This design comes from an exercise in tuning for small area on the open sky130 flow, not from production work. Function was checked by simulation only, so behaviour that the tests miss may differ from the original. Power is estimated from default activity; no workload was simulated.

before:
## pong
module pong (
	input clk,
	input rst,
	input sw_r_u,
	input sw_r_d,
	input sw_l_u,
	input sw_l_d,
	output [9:0] ball_x,
	output [9:0] ball_y,
	output reg [9:0] paddle_r,
	output reg [9:0] paddle_l,
	output [2:0] Red,
	output [2:0] Green,
	output [1:0] Blue,
	output HS,
	output VS
);
	reg [10:0] ih;
	reg [9:0] iv;
	reg [2:0] tq;
	wire line_end = ih[10] & (&ih[3:0]);                   
	wire frame_end = iv[9] & iv[7] & iv[4] & iv[3] & iv[0];  
	wire t15 = (ih[3:0] == 4'b0111);                         
	always @(posedge clk) begin
		if (rst) begin
			ih <= 11'd856;
			iv <= 10'd637;
			tq <= 3'd0;
		end else begin
			if (line_end) begin
				ih <= 11'd0;
				iv <= frame_end ? 10'd0 : iv + 10'd1;
			end else begin
				ih <= ih + 11'd1;
			end
			if (t15)
				tq <= tq + 3'd1;
		end
	end
	wire deb_tick = (ih[2:0] == 3'd3);    
	wire frm_tick = t15 & (&tq);          
	wire sw_0, sw_1, sw_2, sw_3;
	wire [3:0] buttons_out;
	debouncer d0 (.clk(clk), .rst(rst), .en(deb_tick), .switch_input(sw_r_u), .button_press(sw_0));
	debouncer d1 (.clk(clk), .rst(rst), .en(deb_tick), .switch_input(sw_r_d), .button_press(sw_1));
	debouncer d2 (.clk(clk), .rst(rst), .en(deb_tick), .switch_input(sw_l_u), .button_press(sw_2));
	debouncer d3 (.clk(clk), .rst(rst), .en(deb_tick), .switch_input(sw_l_d), .button_press(sw_3));
	button_sync btn_sync (
		.clk(clk), .rst(rst),
  ...
==> module button_sync, before the edit <==
module button_sync(
    input clk,
    input rst,
    input en_in,
    input en_out,
    input early,
    input [3:0] buttons_in,
    output reg [3:0] buttons_out
);
    reg [3:0] btn_request;
    reg [3:0] btn_ack;
    reg [3:0] btn_latched;
    reg [3:0] ack_prev;    
    wire ack_seen = early ? |ack_prev : |btn_ack;
    always @(posedge clk) begin
        if (rst) begin
            btn_request <= 4'b0000;
        end else if (en_in) begin
            if (|(buttons_in & ~btn_request))
                btn_request <= buttons_in;
            else if (ack_seen)
                btn_request <= 4'b0000;
        end
    end
    always @(posedge clk) begin
        if (rst) begin
            btn_latched <= 4'b0000;
            btn_ack <= 4'b0000;
            ack_prev <= 4'b0000;
        end else if (en_out) begin
            btn_latched <= btn_request;
            btn_ack <= btn_latched;
            ack_prev <= btn_ack;
        end
    end
    always @* buttons_out = btn_ack & ~ack_prev;
endmodule
==> module pong, before the edit <==
module pong (
	input clk,
	input rst,
	input sw_r_u,
	input sw_r_d,
	input sw_l_u,
	input sw_l_d,
	output [9:0] ball_x,
	output [9:0] ball_y,
	output reg [9:0] paddle_r,
	output reg [9:0] paddle_l,
	output [2:0] Red,
	output [2:0] Green,
	output [1:0] Blue,
	output HS,
	output VS
);
	reg [10:0] ih;
	reg [9:0] iv;
	reg [2:0] tq;
	wire line_end = ih[10] & (&ih[3:0]);                   
	wire frame_end = iv[9] & iv[7] & iv[4] & iv[3] & iv[0];  
	wire t15 = (ih[3:0] == 4'b0111);                         
	always @(posedge clk) begin
		if (rst) begin
			ih <= 11'd856;
			iv <= 10'd637;
			tq <= 3'd0;
		end else begin
			if (line_end) begin
				ih <= 11'd0;
				iv <= frame_end ? 10'd0 : iv + 10'd1;
			end else begin
				ih <= ih + 11'd1;
			end
			if (t15)
				tq <= tq + 3'd1;
		end
	end
	wire deb_tick = (ih[2:0] == 3'd3);    
	wire frm_tick = t15 & (&tq);          
	wire sw_0, sw_1, sw_2, sw_3;
	wire [3:0] buttons_out;
	debouncer d0 (.clk(clk), .rst(rst), .en(deb_tick), .switch_input(sw_r_u), .button_press(sw_0));
	debouncer d1 (.clk(clk), .rst(rst), .en(deb_tick), .switch_input(sw_r_d), .button_press(sw_1));
	debouncer d2 (.clk(clk), .rst(rst), .en(deb_tick), .switch_input(sw_l_u), .button_press(sw_2));
	debouncer d3 (.clk(clk), .rst(rst), .en(deb_tick), .switch_input(sw_l_d), .button_press(sw_3));
	button_sync btn_sync (
		.clk(clk), .rst(rst),
		.en_in(deb_tick), .en_out(frm_tick), .early(tq == 3'd0),
		.buttons_in({sw_0, sw_1, sw_2, sw_3}),
		.buttons_out(buttons_out)
	);
	wire r_up = buttons_out[0] && (paddle_r <= 10'd568);
	wire r_dn = buttons_out[1] && (paddle_r != 10'd0);
	wire [9:0] r_sum = paddle_r + (r_up ? 10'd10 : 10'd1014);
	wire l_up = buttons_out[2] && (paddle_l <= 10'd568);
	wire l_dn = buttons_out[3] && (paddle_l != 10'd0);
	wire [9:0] l_sum = paddle_l + (l_up ? 10'd10 : 10'd1014);
	always @(posedge clk) begin
		if (rst) begin
			paddle_r <= 10'd300;
			paddle_l <= 10'd300;
		end else if (frm_tick) begin
			if (r_up)
				paddle_r <= (paddle_r >= 10'd560) ? 10'd569 : r_sum;
			else if (r_dn)
				paddle_r <= (paddle_r < 10'd10) ? 10'd0 : r_sum;
			if (l_up)
				paddle_l <= (paddle_l >= 10'd560) ? 10'd569 : l_sum;
			else if (l_dn)
				paddle_l <= (paddle_l < 10'd10) ? 10'd0 : l_sum;
		end
	end
	reg [9:1] by;
	reg [9:1] bx;
	reg right, up;
	assign ball_y = {by, 1'b0};
	assign ball_x = {bx, by[1]};
	wire [9:0] pad = right ? paddle_r : paddle_l;
	wire [10:0] dcol = {1'b0, ball_y} + 11'd10 - {1'b0, pad};   
	wire col_x = right ? (ball_x == 10'd779) : (ball_x == 10'd9);
	wire hit_paddle = col_x && !dcol[10] && (dcol[9:0] <= 10'd40);
	wire hit_side = up ? (by == 9'd0) : (by >= 9'd295);     
	wire miss = (ball_x == 10'd0) || (ball_x > 10'd792);
	wire nright = right ^ hit_paddle;
	wire nup = up ^ (hit_side & !hit_paddle);
	always @(posedge clk) begin
		if (rst) begin
			bx <= 9'd200;
			by <= 9'd150;
			right <= 1'b1;
			up <= 1'b0;
		end else if (frm_tick) begin
			if (miss) begin
				bx <= 9'd200;
				by <= 9'd150;
				right <= 1'b1;
				up <= 1'b1;
			end else begin
				bx <= nright ? bx + {8'd0, ball_x[0]} : bx - {8'd0, !ball_x[0]};
				by <= nup ? by - 9'd1 : by + 9'd1;
				right <= nright;
				up <= nup;
			end
		end
	end
	wire lit;
	frame_gen frm (
		.ih(ih), .iv(iv),
		.ball_x(ball_x), .ball_y(ball_y),
		.paddle_r(paddle_r), .paddle_l(paddle_l),
		.lit(lit), .HS(HS), .VS(VS)
	);
	assign Red = {3{lit}};
	assign Green = {3{lit}};
	assign Blue = {2{lit}};
endmodule
==> flow/config.mk <==
export PLATFORM = sky130hd
export DESIGN_NAME = pong
export DESIGN_NICKNAME = pong
export VERILOG_FILES = /design/flow/design.v
export SDC_FILE = /design/flow/constraint.sdc
export NUM_CORES = 4
export LEC_CHECK = 0
export CAP_MARGIN = 20
export CORE_MARGIN = 2
export CORE_UTILIZATION = 40
export CTS_BUF_LIST = sky130_fd_sc_hd__clkbuf_2 sky130_fd_sc_hd__clkbuf_4 sky130_fd_sc_hd__clkbuf_8
export CTS_CLUSTER_SIZE = 20
export SLEW_MARGIN = 20
==> flow/constraint.sdc <==
create_clock -name core_clock -period 20.0 [get_ports {clk}]
set_input_delay 4.0000 -clock core_clock [delete_from_list [all_inputs] [get_ports {clk}]]
set_output_delay 4.0000 -clock core_clock [all_outputs]
set_load 0.01 [all_outputs]
standard.sh (not shown) runs the stock make flow with config.mk's settings and CLKGATE_MAP_FILE= SYNTH_SCRIPT=/design/flow/synth_recipe.tcl, a recipe that flattens the netlist after the stock synthesis.
==> flow/flow/run.sh <==
#!/bin/bash
# Own layout flow: the standard synthesis, then the combinational logic
# re-mapped by ABC for area (registers kept as synthesis named and typed
# them), then the standard ORFS steps with smaller port buffers.
set -euo pipefail
W=$(pwd)
R=$W/orfs/results/sky130hd/pong/base
bash standard.sh synth > $W/1_synth_make.log 2>&1
cp $R/1_2_yosys.v $W/1_2_yosys.std.v
yosys -c $W/flow/reabc.tcl > $W/1_reabc_yosys.log 2>&1
cp $W/1_2_yosys.reabc.v $R/1_2_yosys.v
bash standard.sh finish BUFFER_PORTS_ARGS="-buffer_cell sky130_fd_sc_hd__buf_1" CTS_ARGS="-sink_clustering_enable -repair_clock_nets -dont_use_dummy_load -buf_list {sky130_fd_sc_hd__clkbuf_2 sky130_fd_sc_hd__clkbuf_4 sky130_fd_sc_hd__clkbuf_8} -sink_clustering_size 20" > $W/2_finish_make.log 2>&1
Other scripts of this flow, unchanged in this note and not shown: flow/flow/area.abc, flow/flow/comb_cells.awk, flow/flow/dont_use.txt, flow/flow/reabc.tcl
> inputs changed (before -> after)
==> flow/design.v, changed modules only <==
module button_sync(
    input clk,
    input rst,
    input en_in,
    input en_out,
    input early,
    input [3:0] buttons_in,
    output reg [3:0] buttons_out
);
    reg [3:0] btn_request;
    reg [3:0] btn_ack;
    reg [3:0] btn_latched;
    reg ack_prev;
    wire ack_seen = early ? ack_prev : |btn_ack;
    always @(posedge clk) begin
        if (rst) begin
            btn_request <= 4'b0000;
        end else if (en_in) begin
            if (|(buttons_in & ~btn_request))
                btn_request <= buttons_in;
            else if (ack_seen)
                btn_request <= 4'b0000;
        end
    end
    always @(posedge clk) begin
        if (rst) begin
            btn_latched <= 4'b0000;
            buttons_out <= 4'b0000;
            btn_ack <= 4'b0000;
            ack_prev <= 1'b0;
        end else if (en_out) begin
            btn_latched <= btn_request;
            buttons_out <= btn_latched & ~btn_ack;
            btn_ack <= btn_latched;
            ack_prev <= |btn_ack;
        end
    end
endmodule
module pong (
	input clk,
	input rst,
	input sw_r_u,
	input sw_r_d,
	input sw_l_u,
	input sw_l_d,
	output reg [9:0] ball_x,
	output [9:0] ball_y,
	output reg [9:0] paddle_r,
	output reg [9:0] paddle_l,
	output [2:0] Red,
	output [2:0] Green,
	output [1:0] Blue,
	output HS,
	output VS
);
	reg [10:0] ih;
	reg [9:0] iv;
	reg [2:0] tq;
	wire line_end = ih[10] & (&ih[3:0]);                   
	wire frame_end = iv[9] & iv[7] & iv[4] & iv[3] & iv[0];  
	wire t15 = (ih[3:0] == 4'b0111);                         
	always @(posedge clk) begin
		if (rst) begin
			ih <= 11'd856;
			iv <= 10'd637;
			tq <= 3'd0;
		end else begin
			if (line_end) begin
				ih <= 11'd0;
				iv <= frame_end ? 10'd0 : iv + 10'd1;
			end else begin
				ih <= ih + 11'd1;
			end
			if (t15)
				tq <= tq + 3'd1;
		end
	end
	wire deb_tick = (ih[2:0] == 3'd3);    
	wire frm_tick = t15 & (&tq);          
	wire sw_0, sw_1, sw_2, sw_3;
	wire [3:0] buttons_out;
	debouncer d0 (.clk(clk), .rst(rst), .en(deb_tick), .switch_input(sw_r_u), .button_press(sw_0));
	debouncer d1 (.clk(clk), .rst(rst), .en(deb_tick), .switch_input(sw_r_d), .button_press(sw_1));
	debouncer d2 (.clk(clk), .rst(rst), .en(deb_tick), .switch_input(sw_l_u), .button_press(sw_2));
	debouncer d3 (.clk(clk), .rst(rst), .en(deb_tick), .switch_input(sw_l_d), .button_press(sw_3));
	button_sync btn_sync (
		.clk(clk), .rst(rst),
		.en_in(deb_tick), .en_out(frm_tick), .early(tq == 3'd0),
		.buttons_in({sw_0, sw_1, sw_2, sw_3}),
		.buttons_out(buttons_out)
	);
	wire r_up = buttons_out[0] && (paddle_r <= 10'd568);
	wire r_dn = buttons_out[1] && (paddle_r != 10'd0);
	wire [9:0] r_sum = paddle_r + (r_up ? 10'd10 : 10'd1014);
	wire l_up = buttons_out[2] && (paddle_l <= 10'd568);
	wire l_dn = buttons_out[3] && (paddle_l != 10'd0);
	wire [9:0] l_sum = paddle_l + (l_up ? 10'd10 : 10'd1014);
	always @(posedge clk) begin
		if (rst) begin
			paddle_r <= 10'd300;
			paddle_l <= 10'd300;
		end else if (frm_tick) begin
			if (r_up)
				paddle_r <= (paddle_r >= 10'd560) ? 10'd569 : r_sum;
			else if (r_dn)
				paddle_r <= (paddle_r < 10'd10) ? 10'd0 : r_sum;
			if (l_up)
				paddle_l <= (paddle_l >= 10'd560) ? 10'd569 : l_sum;
			else if (l_dn)
				paddle_l <= (paddle_l < 10'd10) ? 10'd0 : l_sum;
		end
	end
	reg [9:1] by;
	reg right, up;
	assign ball_y = {by, 1'b0};
	wire [9:0] pad = right ? paddle_r : paddle_l;
	wire [10:0] dcol = {1'b0, ball_y} + 11'd10 - {1'b0, pad};   
	wire col_x = right ? (ball_x == 10'd779) : (ball_x == 10'd9);
	wire hit_paddle = col_x && !dcol[10] && (dcol[9:0] <= 10'd40);
	wire hit_side = up ? (by == 9'd0) : (by >= 9'd295);     
	wire miss = (ball_x == 10'd0) || (ball_x > 10'd792);
	wire nright = right ^ hit_paddle;
	wire nup = up ^ (hit_side & !hit_paddle);
	always @(posedge clk) begin
		if (rst) begin
			ball_x <= 10'd400;
			by <= 9'd150;
			right <= 1'b1;
			up <= 1'b0;
		end else if (frm_tick) begin
			if (miss) begin
				ball_x <= 10'd400;
				by <= 9'd150;
				right <= 1'b1;
				up <= 1'b1;
			end else begin
				ball_x <= nright ? ball_x + 10'd1 : ball_x - 10'd1;
				by <= nup ? by - 9'd1 : by + 9'd1;
				right <= nright;
				up <= nup;
			end
		end
	end
	wire lit;
	frame_gen frm (
		.ih(ih), .iv(iv),
		.ball_x(ball_x), .ball_y(ball_y),
		.paddle_r(paddle_r), .paddle_l(paddle_l),
		.lit(lit), .HS(HS), .VS(VS)
	);
	assign Red = {3{lit}};
	assign Green = {3{lit}};
	assign Blue = {2{lit}};
endmodule
==> run notes <==
Side by side, non-clock inverter count in the final layout turned out lower in after than in before. Per the comparison of after with before, minimum clock period after layout decreased by 0.11 ns relative to the old numbers, number of flip-flops and latches increased by about 1.9% relative to the old numbers, via count decreased by about 1% relative to the old numbers, power decreased by about 2% relative to the old numbers.

afterwards: timing with drivers on the ports:
How much do the figures lean on ideal ports? The routed layouts below were timed once more, with nothing changed but the port constraints. Step 1 (the two cells are an assumption about what drives the block):
set clk [get_ports {clk}]
set_driving_cell -lib_cell sky130_fd_sc_hd__clkbuf_16 $clk
set_driving_cell -lib_cell sky130_fd_sc_hd__buf_2 [delete_from_list [all_inputs] $clk]
Step 2 moves the port delays by t, midway between the first and last clock arrival at a register: inputs arrive t later, outputs are due t later. That takes back most of the time a late clock gives input paths. Slacks: ideal / step 1 / step 2; pairs: ideal / step 1.
run	shift t [ns]	slack for setup (ns)	worst setup path after step 2	clock arrival spread, ns	worst slew at a driven data input, ns
before	0.418	12.338 / 12.301 / 12.719	register to output	0.032 / 0.032	0.03
after	0.419	12.445 / 12.408 / 12.828	register to output	0.041 / 0.041	0.03
After both steps setup and hold are still met in every run listed.
